From an optimization exercise on the open Yosys and OpenROAD flow, aimed at small area and a short achievable clock period; shortcuts taken in it are not production practice.
Where RTL was checked, it was by simulation tests only, not by an equivalence proof against the original.

## build 17
Design simon32_64, start of the top module:
module simon32_64 (
  input  logic        clk, reset,
  input  logic        in_valid,
  input  logic [31:0] plaintext,
  input  logic [63:0] key,
  output logic        out_valid,
  output logic [31:0] ciphertext
);
==> flow/config.mk <==
export PLATFORM = sky130hd
export DESIGN_NAME = simon32_64
export DESIGN_NICKNAME = simon32_64
export VERILOG_FILES = /design/flow/design.v
export SDC_FILE = /design/flow/constraint.sdc
export NUM_CORES = 4
export LEC_CHECK = 0
export CAP_MARGIN = 20
export CORE_MARGIN = 2
export CORE_UTILIZATION = 65
export CTS_CLUSTER_DIAMETER = 80
export CTS_CLUSTER_SIZE = 30
export GPL_TIMING_DRIVEN = 0
export SETUP_SLACK_MARGIN = 1.0
export SLEW_MARGIN = 20
export SYNTH_HIERARCHICAL = 1
export SYNTH_MINIMUM_KEEP_SIZE = 0
==> flow/constraint.sdc <==
create_clock -name core_clock -period 2.5 [get_ports {clk}]
set_input_delay 0.5000 -clock core_clock [delete_from_list [all_inputs] [get_ports {clk}]]
set_output_delay 0.5000 -clock core_clock [all_outputs]
set_load 0.01 [all_outputs]
standard.sh (not shown) runs the stock make flow with config.mk's settings and CLKGATE_MAP_FILE= SYNTH_SCRIPT=/design/flow/synth_recipe.tcl, a recipe that flattens the netlist after the stock synthesis.
==> flow/flow/run.sh <==
#!/bin/bash
# The standard layout, except that the output ports get a fast buffer (buf_4) instead of the
# default port buffer; the input ports keep the default. Everything else is standard.sh as is.
set -euo pipefail
here=$(pwd)
bash standard.sh DONT_BUFFER_PORTS=1 PRE_GLOBAL_PLACE_TCL="$here/flow/ports.tcl" finish > "$here/flow_standard.log" 2>&1
==> flow/flow/ports.tcl <==
# Port buffers, placed where global_place.tcl would put them: inputs with the default cell,
# outputs with a fast buffer.
buffer_ports -inputs
buffer_ports -outputs -buffer_cell sky130_fd_sc_hd__buf_4
### build 17 -> build 13
- PLACE_DENSITY now 0.8, previously not set
- SETUP_SLACK_MARGIN now 0.9, was 1.0
==> comparison <==
Uppermost layer routed: met4 -> build 13, met5 -> build 17. Layout buffer count excluding clock buffers, build 13 and build 17: larger value in build 17. Looking only at final area, and setting everything else aside, the higher value of build 13 and build 17 goes to build 17. When build 13 is measured against build 17, its routability-driven placement congestion ratio turns out 2.0% lower.
--- input diff build 13..build 70 ---
- SETUP_SLACK_MARGIN no longer set, was 0.9
- PLACE_DENSITY no longer set, was 0.8
- CTS_CLUSTER_SIZE no longer set, was 30
- GPL_TIMING_DRIVEN no longer set, was 0
- CTS_CLUSTER_DIAMETER no longer set, was 80
- CORE_UTILIZATION now 40, was 65
- Sort build 13 and build 70 by starting density of the core asc -> top: build 70
- Area growth from synthesis to final layout: build 70 < build 13
- From build 13 to build 70 the numbers moved as follows: via count of the first global-routing pass closely matched the old numbers; count of inverters other than clock inverters in the layout closely matched the old numbers; final weighted congestion in routability-driven placement decreased by 0.024 relative to the old numbers; total die area increased by 62% relative to the old numbers.
- Summary of build 70 over build 13: count of clock-buffer cells in the layout increased 143; overall die width increased 82 um; final cell area excluding filler cells decreased 2.5%; share of cells above drive strength 1 decreased 12 points.
The inputs of build 37 differ from those of build 70 as listed below.
- SETUP_SLACK_MARGIN: unset -> 0.85
- GPL_TIMING_DRIVEN: unset -> 0
- CORE_UTILIZATION: 40 -> 65
--- outcome ---
- The total placed instance area was comparable across build 70 and build 37.
- Changes observed in build 37 relative to build 70: final-stage net count climbed 76; clock network area share dropped 1.1 points; clock sink total barely changed.
- In the reports for build 70 and build 37, the larger data arrival at the endpoint of the critical path belongs to build 70.
The following lists how build 72 was set up differently from build 37:
- setting CTS_CLUSTER_DIAMETER to 80 for the first time
- setting CTS_CLUSTER_SIZE to 30 for the first time
- setting TNS_END_PERCENT to 0 for the first time
- changing CORE_UTILIZATION from 65 to 55
- setting PLACE_DENSITY to 0.8 for the first time
Of the two candidates, build 37 has the better fmax and build 72 the worse one. Going from build 37 to build 72, number of nets at the end of the flow shrank by a few percent. Via count, build 37 and build 72: larger value in build 37. Share of the clock period used by the worst path: build 72 higher than build 37. Compare build 37 and build 72 | final area lower: build 72. Going from build 37 to build 72, the global placer's final weighted congestion was found to have gone down by 1.1%. The final reports for build 72 and build 37 show final critical-path setup slack lower in the former. Summary of build 72 over build 37: non-clock buffer count decreased by 50 relative to the old numbers; synthesis-to-layout area growth decreased by 12 points relative to the old numbers.

* * *

simon32_64, a different RTL version from the one above (not shown whole).
Size in the first run: ~5,000 cells after synthesis, about 130 I/O pins, roughly 57,000 um^2 of cells after synthesis.
export LEC_CHECK = 0
export CAP_MARGIN = 20
export CORE_MARGIN = 2
export CORE_UTILIZATION = 65
export CTS_CLUSTER_DIAMETER = 80
export CTS_CLUSTER_SIZE = 30
export GPL_TIMING_DRIVEN = 0
export PLACE_DENSITY = 0.8
export SETUP_SLACK_MARGIN = 0.85
export SLEW_MARGIN = 20
export SYNTH_HIERARCHICAL = 1
export SYNTH_MINIMUM_KEEP_SIZE = 0
create_clock -name core_clock -period 2.5 [get_ports {clk}]
Scripts as last shown in full above: flow/flow/run.sh, flow/flow/ports.tcl
The first run finished with timing, DRC and antenna clean.
==> next run, changes <==
==> flow/flow/run.sh (replaced) <==
#!/bin/bash
# The standard layout, except that the output ports get a fast buffer (buf_4) instead of the
# default port buffer; the input ports get buf_4 too. Everything else is standard.sh as is.
set -euo pipefail
here=$(pwd)
bash standard.sh DONT_BUFFER_PORTS=1 PRE_GLOBAL_PLACE_TCL="$here/flow/ports.tcl" finish > "$here/flow_standard.log" 2>&1
==> flow/flow/ports.tcl (replaced) <==
# Port buffers, placed where global_place.tcl would put them: a fast buffer (buf_4) on every
# input and output port instead of the default delay buffer.
buffer_ports -inputs -buffer_cell sky130_fd_sc_hd__buf_4
buffer_ports -outputs -buffer_cell sky130_fd_sc_hd__buf_4
=> The changed run ran to the end with no violations; routed wire length goes down by a few percent; flip-flop and latch count does not change; synthesized cell count stays the same; core utilization goes down by 1.2 points; count of clock-buffer cells in the layout goes up by 3; non-clock buffer count goes down by 18.
No run of this note included a check of the RTL's function; only the layout flow was run.

* * *

RTL: one of the versions met above, not the one the previous note started from.
Size: roughly 130 I/O pins.
export LEC_CHECK = 0
export CAP_MARGIN = 20
export CORE_MARGIN = 2
export CORE_UTILIZATION = 70
export CTS_CLUSTER_DIAMETER = 80
export CTS_CLUSTER_SIZE = 30
export GPL_TIMING_DRIVEN = 0
export PLACE_DENSITY = 0.9
export SETUP_SLACK_MARGIN = 0.85
export SLEW_MARGIN = 20
export SYNTH_HIERARCHICAL = 1
export SYNTH_MINIMUM_KEEP_SIZE = 0
create_clock -name core_clock -period 2.5 [get_ports {clk}]
==> flow/flow/run.sh <==
#!/bin/bash
# The standard layout, except that the output ports get a fast buffer (buf_4) instead of the
# default port buffer; the input ports keep the default. Everything else is standard.sh as is.
set -euo pipefail
here=$(pwd)
bash standard.sh DONT_BUFFER_PORTS=1 PRE_GLOBAL_PLACE_TCL="$here/flow/ports.tcl" finish > "$here/flow_standard.log" 2>&1
==> flow/flow/ports.tcl <==
# Port buffers, placed where global_place.tcl would put them: inputs with the default cell,
# outputs with a fast buffer.
buffer_ports -inputs
buffer_ports -outputs -buffer_cell sky130_fd_sc_hd__buf_4
The first run completed without violations.
Rerun with:
- CORE_UTILIZATION: 70 -> 55
- PLACE_DENSITY: 0.9 -> 0.8
The changed run finished clean.
Critical path depth fell by 3.
Clock skew rose by 0.0072 ns.
Sequential cell count does not change.
Rerun with:
- CTS_CLUSTER_DIAMETER: 80 -> unset
- CTS_CLUSTER_SIZE: 30 -> unset
- PLACE_DENSITY: 0.8 -> unset
- SETUP_SLACK_MARGIN: 0.85 -> 1.0
Effect:
- area after synthesis does not change
- cell area goes up by about 16%

* * *

simon32_64 again, from the RTL that the note above started with.
clock: 2.5 ns
lec_check: 0
cap_margin: 20
core_margin: 2
core_utilization: 55
gpl_timing_driven: 0
place_density: 0.8
setup_slack_margin: 0.85
slew_margin: 20
synth_hierarchical: 1
synth_minimum_keep_size: 0
Scripts as last shown in full above: flow/flow/run.sh, flow/flow/ports.tcl
Change:
- CORE_UTILIZATION: 55 -> 65
- CTS_CLUSTER_DIAMETER: not set -> 80
- CTS_CLUSTER_SIZE: not set -> 30
- SETUP_SLACK_MARGIN: 0.85 -> 0.8
Effect: Clock-buffer cell count decreases by 142; cell count decreases by 6.4%; global-route usage increases by 5.1 points; routed wire length decreases by 1.9%; setup slack is worse by 0.048 ns.

* * *

== wip/nickel ==
simon32_64 again, from the RTL that the note above started with.
clock: 2.5 ns
lec_check: 0
cap_margin: 20
core_margin: 2
core_utilization: 55
cts_cluster_diameter: 80
cts_cluster_size: 30
gpl_timing_driven: 0
place_density: 0.8
setup_slack_margin: 1.0
slew_margin: 20
synth_hierarchical: 1
synth_minimum_keep_size: 0
tns_end_percent: 20
Scripts as last shown in full above: flow/flow/run.sh, flow/flow/ports.tcl
Here is what was changed in the inputs of wip/onyx compared with wip/nickel.
==> flow/flow/run.sh <==
#!/bin/bash
# The standard layout, with two changes made just before global placement (flow/ports.tcl):
# the output ports get a fast buffer (buf_4) instead of the default port buffer, and every
# flip-flop starts at drive strength 2. Everything else is standard.sh as is.
set -euo pipefail
here=$(pwd)
bash standard.sh DONT_BUFFER_PORTS=1 PRE_GLOBAL_PLACE_TCL="$here/flow/ports.tcl" finish > "$here/flow_standard.log" 2>&1
-- flow/flow/ports.tcl --
<<< wip/nickel, line 5
>>> wip/onyx, line 5
# Flip-flops at drive strength 2 (same cell type, stronger output).
set n_ff2 0
foreach inst [[ord::get_db_block] getInsts] {
  if {[[$inst getMaster] getName] eq "sky130_fd_sc_hd__dfxtp_1"} {
    replace_cell [get_cells [$inst getName]] sky130_fd_sc_hd__dfxtp_2
    incr n_ff2
  }
}
puts "ports.tcl: $n_ff2 flip-flops set to dfxtp_2"
-- flow/config.mk --
<<< wip/nickel, line 10
export CORE_UTILIZATION = 55
>>> wip/onyx, line 10
export CORE_UTILIZATION = 65
<<< wip/nickel, line 13
>>> wip/onyx, line 13
export GPL_ROUTABILITY_DRIVEN = 0
<<< wip/nickel, line 15
export SETUP_SLACK_MARGIN = 1.0
>>> wip/onyx, line 16
export SETUP_SLACK_MARGIN = 0.85
<<< wip/nickel, line 19
export TNS_END_PERCENT = 20
>>> wip/onyx, line 20
==> results.txt <==
sky130_fd_sc_hd__dfxtp_4 as the library cell contributing the largest single delay on the critical path was reported by wip/onyx, and sky130_fd_sc_hd__xnor2_1 by wip/nickel.
Taking wip/nickel as the reference, in wip/onyx count of plain and timing-repair buffers in the layout went down 23%; worst hold slack after final layout went down 36 ps; setup slack went up 3.5 ps.
Result: PASS for each of wip/nickel and wip/onyx
For wip/indigo, these inputs were changed with respect to wip/onyx:
==> flow/flow/run.sh <==
#!/bin/bash
# The standard layout, except that the output ports get a fast buffer (buf_4) instead of the
# default port buffer; the input ports keep the default. Everything else is standard.sh as is.
set -euo pipefail
here=$(pwd)
bash standard.sh DONT_BUFFER_PORTS=1 PRE_GLOBAL_PLACE_TCL="$here/flow/ports.tcl" finish > "$here/flow_standard.log" 2>&1
==> flow/flow/ports.tcl <==
# Port buffers, placed where global_place.tcl would put them: inputs with the default cell,
# outputs with a fast buffer.
buffer_ports -inputs
buffer_ports -outputs -buffer_cell sky130_fd_sc_hd__buf_4
-- flow/config.mk --
<<< wip/onyx, line 10
export CORE_UTILIZATION = 65
>>> wip/indigo, line 10
export CORE_UTILIZATION = 55
<<< wip/onyx, line 13
export GPL_ROUTABILITY_DRIVEN = 0
>>> wip/indigo, line 13
<<< wip/onyx, line 15
export PLACE_DENSITY = 0.8
export SETUP_SLACK_MARGIN = 0.85
>>> wip/indigo, line 14
export SETUP_SLACK_MARGIN = 1.0
Results
- Going from wip/onyx to wip/indigo, layout-stage area growth over the synthesis result went up 12 points; worst relative slew slack went up 13 points.
### wip/indigo -> wip/xenon
-- flow/config.mk --
<<< wip/indigo, line 10
export CORE_UTILIZATION = 55
export CTS_CLUSTER_DIAMETER = 80
export CTS_CLUSTER_SIZE = 30
>>> wip/xenon, line 10
export CORE_UTILIZATION = 65
export CTS_CLUSTER_DIAMETER = 70
export CTS_CLUSTER_SIZE = 25
export GPL_ROUTABILITY_DRIVEN = 0
<<< wip/indigo, line 14
export SETUP_SLACK_MARGIN = 1.0
>>> wip/xenon, line 15
export PLACE_DENSITY = 0.8
export SETUP_SLACK_MARGIN = 0.85
Notes after the runs:
First-pass GRT wire length shrinks by a few percent when moving from wip/indigo to wip/xenon.
Delta (wip/xenon minus wip/indigo): final non-filler cell area fell 6500 µm², area growth from synthesis to layout fell 11 points, net count reported at finish fell 145.
The cell count of wip/xenon falls short of that of wip/indigo by 5.3%.
Run comparison: wip/xenon highest-delay cell along the critical path sky130_fd_sc_hd__clkdlybuf4s50_1; wip/indigo highest-delay cell along the critical path sky130_fd_sc_hd__dfxtp_2
On buffers inserted during post-CTS setup optimization: between wip/indigo and wip/xenon, it ends up higher for wip/indigo.
wip/xenon leaves less setup margin than wip/indigo.
Between wip/indigo and wip/xenon, number of placement rows is lower for wip/xenon, wip/indigo comes in above that.
Modified inputs, wip/harbor compared to wip/xenon
-- flow/config.mk --
<<< wip/xenon, line 10
export CORE_UTILIZATION = 65
export CTS_CLUSTER_DIAMETER = 70
export CTS_CLUSTER_SIZE = 25
export GPL_ROUTABILITY_DRIVEN = 0
>>> wip/harbor, line 10
export CORE_UTILIZATION = 55
export CTS_CLUSTER_DIAMETER = 80
export CTS_CLUSTER_SIZE = 30
<<< wip/xenon, line 16
export SETUP_SLACK_MARGIN = 0.85
>>> wip/harbor, line 15
export SETUP_SLACK_MARGIN = 0.9
<<< wip/xenon, line 20
>>> wip/harbor, line 19
export TNS_END_PERCENT = 50
Results
- Against wip/xenon, number of filler cells placed in the layout in wip/harbor rose by more than a quarter.
- Compared with wip/xenon, in wip/harbor via count down 842.
- | worst hold slack after final layout | wip/harbor vs wip/xenon | better |
- Going from wip/xenon to wip/harbor, cell count after placement now larger; core utilization went down by 12 points.
- In the reports for wip/xenon and wip/harbor, the smaller total global routing track utilization belongs to wip/harbor.
- wip/harbor vs wip/xenon, instance count: wip/harbor higher
- Cell count along the critical path in wip/harbor is 6 lower than in wip/xenon

* * *

simon32_64 again, from the RTL that the note above started with.
export LEC_CHECK = 0
export CAP_MARGIN = 20
export CORE_MARGIN = 2
export CORE_UTILIZATION = 55
export GPL_TIMING_DRIVEN = 0
export SETUP_SLACK_MARGIN = 0.8
export SLEW_MARGIN = 20
export SYNTH_HIERARCHICAL = 1
export SYNTH_MINIMUM_KEEP_SIZE = 0
create_clock -name core_clock -period 2.5 [get_ports {clk}]
==> flow/flow/run.sh <==
#!/bin/bash
# The standard layout, except that the output ports get a fast buffer (buf_4) instead of the
# default port buffer; the input ports keep the default. Everything else is standard.sh as is.
set -euo pipefail
here=$(pwd)
bash standard.sh DONT_BUFFER_PORTS=1 PRE_GLOBAL_PLACE_TCL="$here/flow/ports.tcl" finish > "$here/flow_standard.log" 2>&1
==> flow/flow/ports.tcl <==
# Port buffers, placed where global_place.tcl would put them: inputs with the default cell,
# outputs with a fast buffer.
buffer_ports -inputs
buffer_ports -outputs -buffer_cell sky130_fd_sc_hd__buf_4
The baseline completed with no timing, DRC or antenna violations.
Next try:
CTS_CLUSTER_DIAMETER = 80   (was unset)
CTS_CLUSTER_SIZE = 30   (was unset)
PLACE_DENSITY = 0.8   (was unset)
SETUP_SLACK_MARGIN = 0.95   (was 0.8)
TNS_END_PERCENT = 10   (was unset)
Result:
- worst setup slack gains 27 ps
- fmax goes up by 1.6%
- final area goes down by about 3.3%
- wire length goes down by 3.5%
- cell count goes down by 2.2%
- via count is about the same
- critical path depth stays the same
- hold slack loses 12 ps
- die area does not change
Next try:
CORE_UTILIZATION = 65   (was 55)
SETUP_SLACK_MARGIN = 0.85   (was 0.95)
TNS_END_PERCENT = unset   (was 10)
Outcome:
- The new run ran to the end with no violations
- via count came out higher slightly
- hold slack is worse by 130 ps

afterwards: timing with drivers on the ports:
In the flow no input, the clock included, has a driving cell. The finished layouts below were timed again as built, in two steps.
Step 1 (the two cells are an assumption about what drives the block):
set clk [get_ports {clk}]
set_driving_cell -lib_cell sky130_fd_sc_hd__clkbuf_16 $clk
set_driving_cell -lib_cell sky130_fd_sc_hd__buf_2 [delete_from_list [all_inputs] $clk]
Step 2 times the ports against the registers' clock, not the clock port: input delays grow and output delays shrink by t, the midpoint of the rising clock arrivals with the driver on.
a / b / c = ideal / step 1 / step 2; a / b = the first two.
run	t, ns	setup WS [ns]	hold WS [ns]	worst setup path at the end	cell pins on the clock port's net
build 17	0.770	0.820 / 0.745 / 0.230	0.078 / 0.029 / 0.332	input to register	1
build 13	0.731	0.834 / 0.787 / 0.198	0.101 / 0.064 / 0.325	input to register	1
build 70	0.849	0.452 / 0.452 / 0.048	0.046 / 0.057 / 0.316	input to register	1
build 37	0.820	0.796 / 0.745 / 0.083	0.303 / 0.250 / 0.322	input to register	1
build 72	0.786	0.582 / 0.582 / -0.065	0.336 / 0.280 / 0.336	input to register	1
the first run of note 2	0.748	0.618 / 0.636 / -0.112	0.176 / 0.144 / 0.389	input to register	1
the second run of note 2	0.760	0.696 / 0.704 / -0.056	0.072 / 0.032 / 0.394	input to register	1
the first run of note 3	0.752	0.688 / 0.688 / 0.099	0.181 / 0.134 / 0.327	input to register	1
the second run of note 3	0.796	0.794 / 0.709 / 0.122	0.329 / 0.264 / 0.329	input to register	1
the third run of note 3	0.835	0.801 / 0.725 / 0.179	0.023 / -0.035 / 0.322	input to register	1
the first run of note 4	0.833	0.792 / 0.714 / 0.077	0.305 / 0.239 / 0.313	input to register	1
the second run of note 4	0.728	0.744 / 0.768 / 0.052	0.329 / 0.329 / 0.329	input to register	1
wip/nickel	0.768	0.764 / 0.737 / 0.056	0.141 / 0.093 / 0.338	input to register	1
wip/onyx	0.756	0.767 / 0.767 / 0.146	0.104 / 0.061 / 0.338	input to register	1
wip/indigo	0.797	0.820 / 0.747 / 0.199	0.041 / -0.009 / 0.340	input to register	1
wip/xenon	0.722	0.770 / 0.792 / 0.076	0.113 / 0.066 / 0.324	input to register	1
wip/harbor	0.790	0.795 / 0.715 / 0.151	0.135 / 0.076 / 0.326	input to register	1
the first run of note 6	0.814	0.742 / 0.699 / 0.072	0.269 / 0.222 / 0.325	input to register	1
the second run of note 6	0.785	0.769 / 0.728 / 0.075	0.257 / 0.198 / 0.335	input to register	1
the third run of note 6	0.734	0.799 / 0.787 / 0.163	0.127 / 0.086 / 0.330	input to register	1
With both steps, setup timing fails in build 72, the first run of note 2 and the second run of note 2, where it was met with ideal ports. For the second run of note 2, which loses most, drivers alone change the setup slack by +0.008 ns; drivers and shift together by -0.752 ns.
